Context: an optimization exercise on an open-source flow, tuned for small area. The choices shown serve that exercise and are no tape-out recipe. In this exercise RTL edits were held to simulation tests only and were not proved equivalent to the original. No activity file was given, so power comes from the tool's default toggle rates.

==> inputs of trial 19 <==
==> flow/design.v (excerpt) <==
module tomasulim(CLK, CLR, mem_addr, mem_wdata, mem_we, mem_rdata, cdb_we, cdb_rd, cdb_tag, cdb_data);
==> flow/config.mk <==
export PLATFORM = sky130hd
export DESIGN_NAME = tomasulim
export DESIGN_NICKNAME = tomasulim
export VERILOG_FILES = /design/flow/design.v
export SDC_FILE = /design/flow/constraint.sdc
export NUM_CORES = 4
export LEC_CHECK = 0
export ABC_AREA = 1
export CAP_MARGIN = 20
export CORE_MARGIN = 2
export CORE_UTILIZATION = 50
export CTS_BUF_LIST = sky130_fd_sc_hd__clkbuf_8
export CTS_CLUSTER_DIAMETER = 60
export CTS_CLUSTER_SIZE = 16
export PLACE_DENSITY = 0.65
export SLEW_MARGIN = 20
==> flow/constraint.sdc <==
create_clock -name core_clock -period 10.0 [get_ports {CLK}]
set_input_delay 2.0000 -clock core_clock [delete_from_list [all_inputs] [get_ports {CLK}]]
set_output_delay 2.0000 -clock core_clock [all_outputs]
set_load 0.01 [all_outputs]
standard.sh (not shown) runs the stock make flow with config.mk's settings and CLKGATE_MAP_FILE= SYNTH_SCRIPT=/design/flow/synth_recipe.tcl, a recipe that flattens the netlist after the stock synthesis.
==> flow/flow/run.sh <==
#!/bin/bash
set -euo pipefail
here=$(pwd)
rm -rf "$here/orfs_scripts"
cp -r "$FLOW_HOME/scripts" "$here/orfs_scripts"
cp "$here/flow/abc_area.script" "$here/orfs_scripts/abc_area.script"
sed -i 's/^  -sink_clustering_enable \\$/  -sink_clustering_enable -dont_use_dummy_load \\/' "$here/orfs_scripts/cts.tcl"
grep -q -- '-dont_use_dummy_load' "$here/orfs_scripts/cts.tcl"
bash standard.sh SCRIPTS_DIR="$here/orfs_scripts" ABC_AREA=1 "BUFFER_PORTS_ARGS=-buffer_cell sky130_fd_sc_hd__buf_1" finish > "$here/standard_flow.log" 2>&1
==> flow/flow/abc_area.script <==
strash
balance
rewrite
refactor
balance
rewrite
rewrite -z
balance
refactor -z
rewrite -z
balance
dch -f
amap -F 2 -A 8
strash
dch -f
amap -F 2 -A 8
topo
stime -c
buffer -c
upsize -c
dnsize -c
==> trial 73 (differences from trial 19) <==
--- a/flow/design.v
+++ b/flow/design.v
@@ -155,28 +155,29 @@
 	output reg [15:0] cdb_data;
 	reg [2:0] step;
 	reg [9:0] counter;
 	reg quemSai, quemSai2;
 	reg wren;				 
 	reg sel;				 
 	reg [15:0] Dadolido;
-	reg strAddSub, strLoadStore, latencia, WMen, confLoadStore;
-	wire confLoad = latencia;	 
+	reg strAddSub, strLoadStore, latencia, WMen, confLoadStore, confLoad;
 	reg [15:0] DadoR;
 	reg [1:0] IDas;
 	reg [2:0] OPas_rd;
+	reg OPas_v;
 	reg [4:0] DadoA;
 	reg [1:0] IDls;
 	reg [2:0] OPls_rd;
-	reg OPls_isst;
-	wire OPls_ld = |IDls && !OPls_isst;
-	wire OPls_st = |IDls && OPls_isst;
+	reg OPls_ld, OPls_st;
 	reg [1:0] ua_cont;
 	reg [1:0] ua_id;
 	reg [2:0] ua_rd;
+	reg [15:0] res_data;
+	reg [1:0] res_id;
+	reg [2:0] res_rd;
 	reg ls_busy;
 	reg [4:0] ls_addr;
 	reg [1:0] ls_id;
 	reg [2:0] ls_rd;
 	reg [1:0] confA, confL;
 	reg combo_q;
 	reg [2:0] tag;
@@ -252,14 +253,15 @@
 			wren <= 1'b0;
 			Dadolido <= 16'b0;
 			strAddSub <= 1'b0;
 			strLoadStore <= 1'b0;
 			latencia <= 1'b0;
 			WMen <= 1'b0;
 			confLoadStore <= 1'b0;
+			confLoad <= 1'b0;
 		end else begin
 			case (step)
 				3'b000: step <= 3'b001;
 				3'b001: step <= 3'b010;
 				3'b010: step <= 3'b011;
 				3'b011: begin
 					wren <= 1'b0;
@@ -293,55 +295,64 @@
 			strLoadStore <= ls_go;
 			if (ls_go) quemSai2 <= q2_v;
 			WMen <= confAddress && OPls_st;
 			confLoadStore <= confAddress && OPls_ld && latencia;
 			if (confAddress && OPls_ld) begin
 				if (!latencia) begin
 					latencia <= 1'b1;
+					confLoad <= 1'b1;
 				end else begin
 					Dadolido <= mem_rdata;
 					latencia <= 1'b0;
+					confLoad <= 1'b0;
 				end
 			end
 		end
 	end
 	always @(posedge CLK) begin
 		if (as_go) begin
+			DadoR <= q_v ? RA1 : RA0;
 			IDas <= q_v ? {vA1, 1'b0} : {1'b0, vA0};
 			OPas_rd <= q_v ? rdA1 : rdA0;
+			OPas_v <= q_v ? vA1 : vA0;
 		end
 		if (ls_go) begin
 			DadoA <= q2_v ? AL1 : AL0;
 			IDls <= q2_v ? {vL1, 1'b0} : {1'b0, vL0};
 			OPls_rd <= q2_v ? rdL1 : rdL0;
-			OPls_isst <= q2_v ? stL1 : stL0;
+			OPls_ld <= q2_v ? (vL1 && !stL1) : (vL0 && !stL0);
+			OPls_st <= q2_v ? (vL1 && stL1) : (vL0 && stL0);
 		end
 	end
 	always @(posedge CLK, posedge CLR) begin
 		if (CLR) begin
 			ua_cont <= 2'b00;
-			DadoR <= 16'b0;
+			res_data <= 16'b0;
+			res_id <= 2'b0;
+			res_rd <= 3'b0;
 			ls_busy <= 1'b0;
 			confA <= 2'b0;
 			confL <= 2'b0;
 			combo_q <= 1'b0;
 			cdb_we <= 1'b0;
 			tag <= 3'b0;
 			cdb_data <= 16'b0;
 			cdb_rd <= 3'b0;
 		end else begin
-			if (as_go && (q_v ? vA1 : vA0)) DadoR <= q_v ? RA1 : RA0;
 			case (ua_cont)
 				2'b00: if (strAddSub) ua_cont <= 2'b01;
 				2'b01: begin
 					ua_cont <= 2'b10;
+					res_id <= ua_id;
 					if (ua_id != 2'b00) confA <= ua_id;
 				end
 				2'b10: begin
 					ua_cont <= 2'b00;
+					if (OPas_v) res_data <= DadoR;
+					res_rd <= ua_rd;
 				end
 				default: ;
 			endcase
 			if (confLoadStore)
 				ls_busy <= 1'b0;
 			else if (!ls_busy) begin
 				if (strLoadStore) begin
@@ -351,17 +362,17 @@
 			end else if (WMen)
 				ls_busy <= 1'b0;
 			combo_q <= confAddSub | confLoad;
 			cdb_we <= 1'b0;
 			if (combo_q && !(confAddSub | confLoad)) begin
 				cdb_we <= 1'b1;
 				if (!ls_busy) begin
-					tag <= {1'b0, ua_id};
-					cdb_data <= DadoR;
-					cdb_rd <= ua_rd;
+					tag <= {1'b0, res_id};
+					cdb_data <= res_data;
+					cdb_rd <= res_rd;
 				end else begin
 					tag <= {|ls_id, ls_id};
 					cdb_data <= Dadolido;
 					cdb_rd <= ls_rd;
 				end
 			end
 		end
@@ -379,27 +390,30 @@
 	end
 	always @(posedge CLK, posedge CLR) begin
 		if (CLR) begin
 			pc <= 5'b0;
 			frente <= 3'b0;
 			tras <= 3'b0;
 			full <= 1'b0;
+			instr <= 14'b0;
 		end else begin
 			if (incr) pc <= pc + 1'b1;
 			if (push) tras <= tras + 1'b1;
-			if (pop) frente <= frente + 1'b1;
+			if (pop) begin
+				frente <= frente + 1'b1;
+				instr <= instrs[frente];
+			end
 			if (push && !pop)
 				full <= (tras + 3'd1 == frente);
 			else if (pop && !push)
 				full <= 1'b0;
 		end
 	end
 	always @(posedge CLK) begin
 		if (push) instrs[tras] <= mem_rdata[13:0];
-		if (pop) instr <= instrs[frente];
 	end
 	wire [2:0] depW = {isLS, sel, !sel};
 	integer i;
 	always @(posedge CLK, posedge CLR) begin
 		if (CLR) begin
 			for (i = 0; i < 8; i = i + 1) begin
 				regs[i] <= (i == 7) ? 16'd24 : i + 1;
==> flow/run.sh (new file) <==
#!/bin/bash
# synth_recipe.tcl (not shown) runs the flow's synth.tcl, then flattens the netlist and writes it again
# the make line also repeats each setting of config.mk as NAME=value (left out here)
make -C /OpenROAD-flow-scripts/flow DESIGN_CONFIG=/design/flow/config.mk WORK_HOME=/design/flow/orfs CLKGATE_MAP_FILE= SYNTH_SCRIPT=/design/flow/synth_recipe.tcl finish
Settings changed: CORE_UTILIZATION 50 to 60, CTS_BUF_LIST sky130_fd_sc_hd__clkbuf_8 to sky130_fd_sc_hd__clkbuf_4, CTS_CLUSTER_DIAMETER 60 to unset, CTS_CLUSTER_SIZE 16 to 30, PLACE_DENSITY 0.65 to 0.75.
removed: flow/flow/run.sh
removed: flow/flow/abc_area.script
removed: flow/standard.sh
==> trial 47 (differences from trial 19) <==
--- a/flow/design.v
+++ b/flow/design.v
@@ -155,28 +155,29 @@
 	output reg [15:0] cdb_data;
 	reg [2:0] step;
 	reg [9:0] counter;
 	reg quemSai, quemSai2;
 	reg wren;				 
 	reg sel;				 
 	reg [15:0] Dadolido;
-	reg strAddSub, strLoadStore, latencia, WMen, confLoadStore;
-	wire confLoad = latencia;	 
+	reg strAddSub, strLoadStore, latencia, WMen, confLoadStore, confLoad;
 	reg [15:0] DadoR;
 	reg [1:0] IDas;
 	reg [2:0] OPas_rd;
+	reg OPas_v;
 	reg [4:0] DadoA;
 	reg [1:0] IDls;
 	reg [2:0] OPls_rd;
-	reg OPls_isst;
-	wire OPls_ld = |IDls && !OPls_isst;
-	wire OPls_st = |IDls && OPls_isst;
+	reg OPls_ld, OPls_st;
 	reg [1:0] ua_cont;
 	reg [1:0] ua_id;
 	reg [2:0] ua_rd;
+	reg [15:0] res_data;
+	reg [1:0] res_id;
+	reg [2:0] res_rd;
 	reg ls_busy;
 	reg [4:0] ls_addr;
 	reg [1:0] ls_id;
 	reg [2:0] ls_rd;
 	reg [1:0] confA, confL;
 	reg combo_q;
 	reg [2:0] tag;
@@ -252,14 +253,15 @@
 			wren <= 1'b0;
 			Dadolido <= 16'b0;
 			strAddSub <= 1'b0;
 			strLoadStore <= 1'b0;
 			latencia <= 1'b0;
 			WMen <= 1'b0;
 			confLoadStore <= 1'b0;
+			confLoad <= 1'b0;
 		end else begin
 			case (step)
 				3'b000: step <= 3'b001;
 				3'b001: step <= 3'b010;
 				3'b010: step <= 3'b011;
 				3'b011: begin
 					wren <= 1'b0;
@@ -293,55 +295,64 @@
 			strLoadStore <= ls_go;
 			if (ls_go) quemSai2 <= q2_v;
 			WMen <= confAddress && OPls_st;
 			confLoadStore <= confAddress && OPls_ld && latencia;
 			if (confAddress && OPls_ld) begin
 				if (!latencia) begin
 					latencia <= 1'b1;
+					confLoad <= 1'b1;
 				end else begin
 					Dadolido <= mem_rdata;
 					latencia <= 1'b0;
+					confLoad <= 1'b0;
 				end
 			end
 		end
 	end
 	always @(posedge CLK) begin
 		if (as_go) begin
+			DadoR <= q_v ? RA1 : RA0;
 			IDas <= q_v ? {vA1, 1'b0} : {1'b0, vA0};
 			OPas_rd <= q_v ? rdA1 : rdA0;
+			OPas_v <= q_v ? vA1 : vA0;
 		end
 		if (ls_go) begin
 			DadoA <= q2_v ? AL1 : AL0;
 			IDls <= q2_v ? {vL1, 1'b0} : {1'b0, vL0};
 			OPls_rd <= q2_v ? rdL1 : rdL0;
-			OPls_isst <= q2_v ? stL1 : stL0;
+			OPls_ld <= q2_v ? (vL1 && !stL1) : (vL0 && !stL0);
+			OPls_st <= q2_v ? (vL1 && stL1) : (vL0 && stL0);
 		end
 	end
 	always @(posedge CLK, posedge CLR) begin
 		if (CLR) begin
 			ua_cont <= 2'b00;
-			DadoR <= 16'b0;
+			res_data <= 16'b0;
+			res_id <= 2'b0;
+			res_rd <= 3'b0;
 			ls_busy <= 1'b0;
 			confA <= 2'b0;
 			confL <= 2'b0;
 			combo_q <= 1'b0;
 			cdb_we <= 1'b0;
 			tag <= 3'b0;
 			cdb_data <= 16'b0;
 			cdb_rd <= 3'b0;
 		end else begin
-			if (as_go && (q_v ? vA1 : vA0)) DadoR <= q_v ? RA1 : RA0;
 			case (ua_cont)
 				2'b00: if (strAddSub) ua_cont <= 2'b01;
 				2'b01: begin
 					ua_cont <= 2'b10;
+					res_id <= ua_id;
 					if (ua_id != 2'b00) confA <= ua_id;
 				end
 				2'b10: begin
 					ua_cont <= 2'b00;
+					if (OPas_v) res_data <= DadoR;
+					res_rd <= ua_rd;
 				end
 				default: ;
 			endcase
 			if (confLoadStore)
 				ls_busy <= 1'b0;
 			else if (!ls_busy) begin
 				if (strLoadStore) begin
@@ -351,17 +362,17 @@
 			end else if (WMen)
 				ls_busy <= 1'b0;
 			combo_q <= confAddSub | confLoad;
 			cdb_we <= 1'b0;
 			if (combo_q && !(confAddSub | confLoad)) begin
 				cdb_we <= 1'b1;
 				if (!ls_busy) begin
-					tag <= {1'b0, ua_id};
-					cdb_data <= DadoR;
-					cdb_rd <= ua_rd;
+					tag <= {1'b0, res_id};
+					cdb_data <= res_data;
+					cdb_rd <= res_rd;
 				end else begin
 					tag <= {|ls_id, ls_id};
 					cdb_data <= Dadolido;
 					cdb_rd <= ls_rd;
 				end
 			end
 		end
@@ -379,27 +390,30 @@
 	end
 	always @(posedge CLK, posedge CLR) begin
 		if (CLR) begin
 			pc <= 5'b0;
 			frente <= 3'b0;
 			tras <= 3'b0;
 			full <= 1'b0;
+			instr <= 14'b0;
 		end else begin
 			if (incr) pc <= pc + 1'b1;
 			if (push) tras <= tras + 1'b1;
-			if (pop) frente <= frente + 1'b1;
+			if (pop) begin
+				frente <= frente + 1'b1;
+				instr <= instrs[frente];
+			end
 			if (push && !pop)
 				full <= (tras + 3'd1 == frente);
 			else if (pop && !push)
 				full <= 1'b0;
 		end
 	end
 	always @(posedge CLK) begin
 		if (push) instrs[tras] <= mem_rdata[13:0];
-		if (pop) instr <= instrs[frente];
 	end
 	wire [2:0] depW = {isLS, sel, !sel};
 	integer i;
 	always @(posedge CLK, posedge CLR) begin
 		if (CLR) begin
 			for (i = 0; i < 8; i = i + 1) begin
 				regs[i] <= (i == 7) ? 16'd24 : i + 1;
==> flow/run.sh (new file) <==
#!/bin/bash
# synth_recipe.tcl (not shown) runs the flow's synth.tcl, then flattens the netlist and writes it again
# the make line also repeats each setting of config.mk as NAME=value (left out here)
make -C /OpenROAD-flow-scripts/flow DESIGN_CONFIG=/design/flow/config.mk WORK_HOME=/design/flow/orfs CLKGATE_MAP_FILE= SYNTH_SCRIPT=/design/flow/synth_recipe.tcl finish
Settings changed: ABC_AREA 1 to unset, CORE_UTILIZATION 50 to 40, CTS_BUF_LIST sky130_fd_sc_hd__clkbuf_8 to unset, CTS_CLUSTER_DIAMETER 60 to unset, CTS_CLUSTER_SIZE 16 to unset, PLACE_DENSITY 0.65 to 0.6.
removed: flow/flow/run.sh
removed: flow/flow/abc_area.script
removed: flow/standard.sh
==> summary of the runs <==
- Trial 47 finished with timing, DRC and antenna clean. Trial 73 ran to the end with no violations. Trial 19 ran to the end with no violations.
- Of trial 19 and trial 73, trial 19 has the higher non-clock buffer count (gap 8).
- Sequential share of layout area: trial 47 < trial 73 < trial 19.
- Final cell count, highest first: trial 73, trial 47, trial 19.
- The highest power belongs to trial 47, the lowest to trial 19.
- In register-to-register slack, trial 19 and trial 47 hardly differ.
- Fmax: trial 47 < trial 19 < trial 73.
- Area after synthesis, highest first: trial 47, trial 73, trial 19.
- Between trial 73 and trial 47, the lower via count is in trial 47 (gap 16%, measured against trial 47).
- Against trial 19, the flip-flop and latch count of trial 47 is higher by 23.
- In trial 73 the global-route usage is higher than in trial 47, by 11 points.

static timing again, ports no longer ideal:
No port has a modelled driver above. Below, the same layouts with a new extraction and two added sets of constraints. Step 1 (the two cells are an assumption about what drives the block):
set clk [get_ports {CLK}]
set_driving_cell -lib_cell sky130_fd_sc_hd__clkbuf_16 $clk
set_driving_cell -lib_cell sky130_fd_sc_hd__buf_2 [delete_from_list [all_inputs] $clk]
Step 2 moves the port delays by t, midway between the first and last clock arrival at a register: inputs arrive t later, outputs are due t later. That takes back most of the time a late clock gives input paths. Slacks: no drivers / after step 1 / after step 2; pairs: no drivers / after step 1.
run	t (ns)	setup slack, ns	worst setup path after step 2	latest minus earliest clock arrival (ns)	cell pins on the clock port's net
trial 19	0.738	2.843 / 2.843 / 2.843	register to register	0.085 / 0.085	1
trial 73	1.087	3.240 / 3.240 / 3.240	register to register	0.068 / 0.068	1
trial 47	0.688	2.839 / 2.839 / 2.839	register to register	0.033 / 0.033	1
After both steps setup and hold are still met in every run listed.
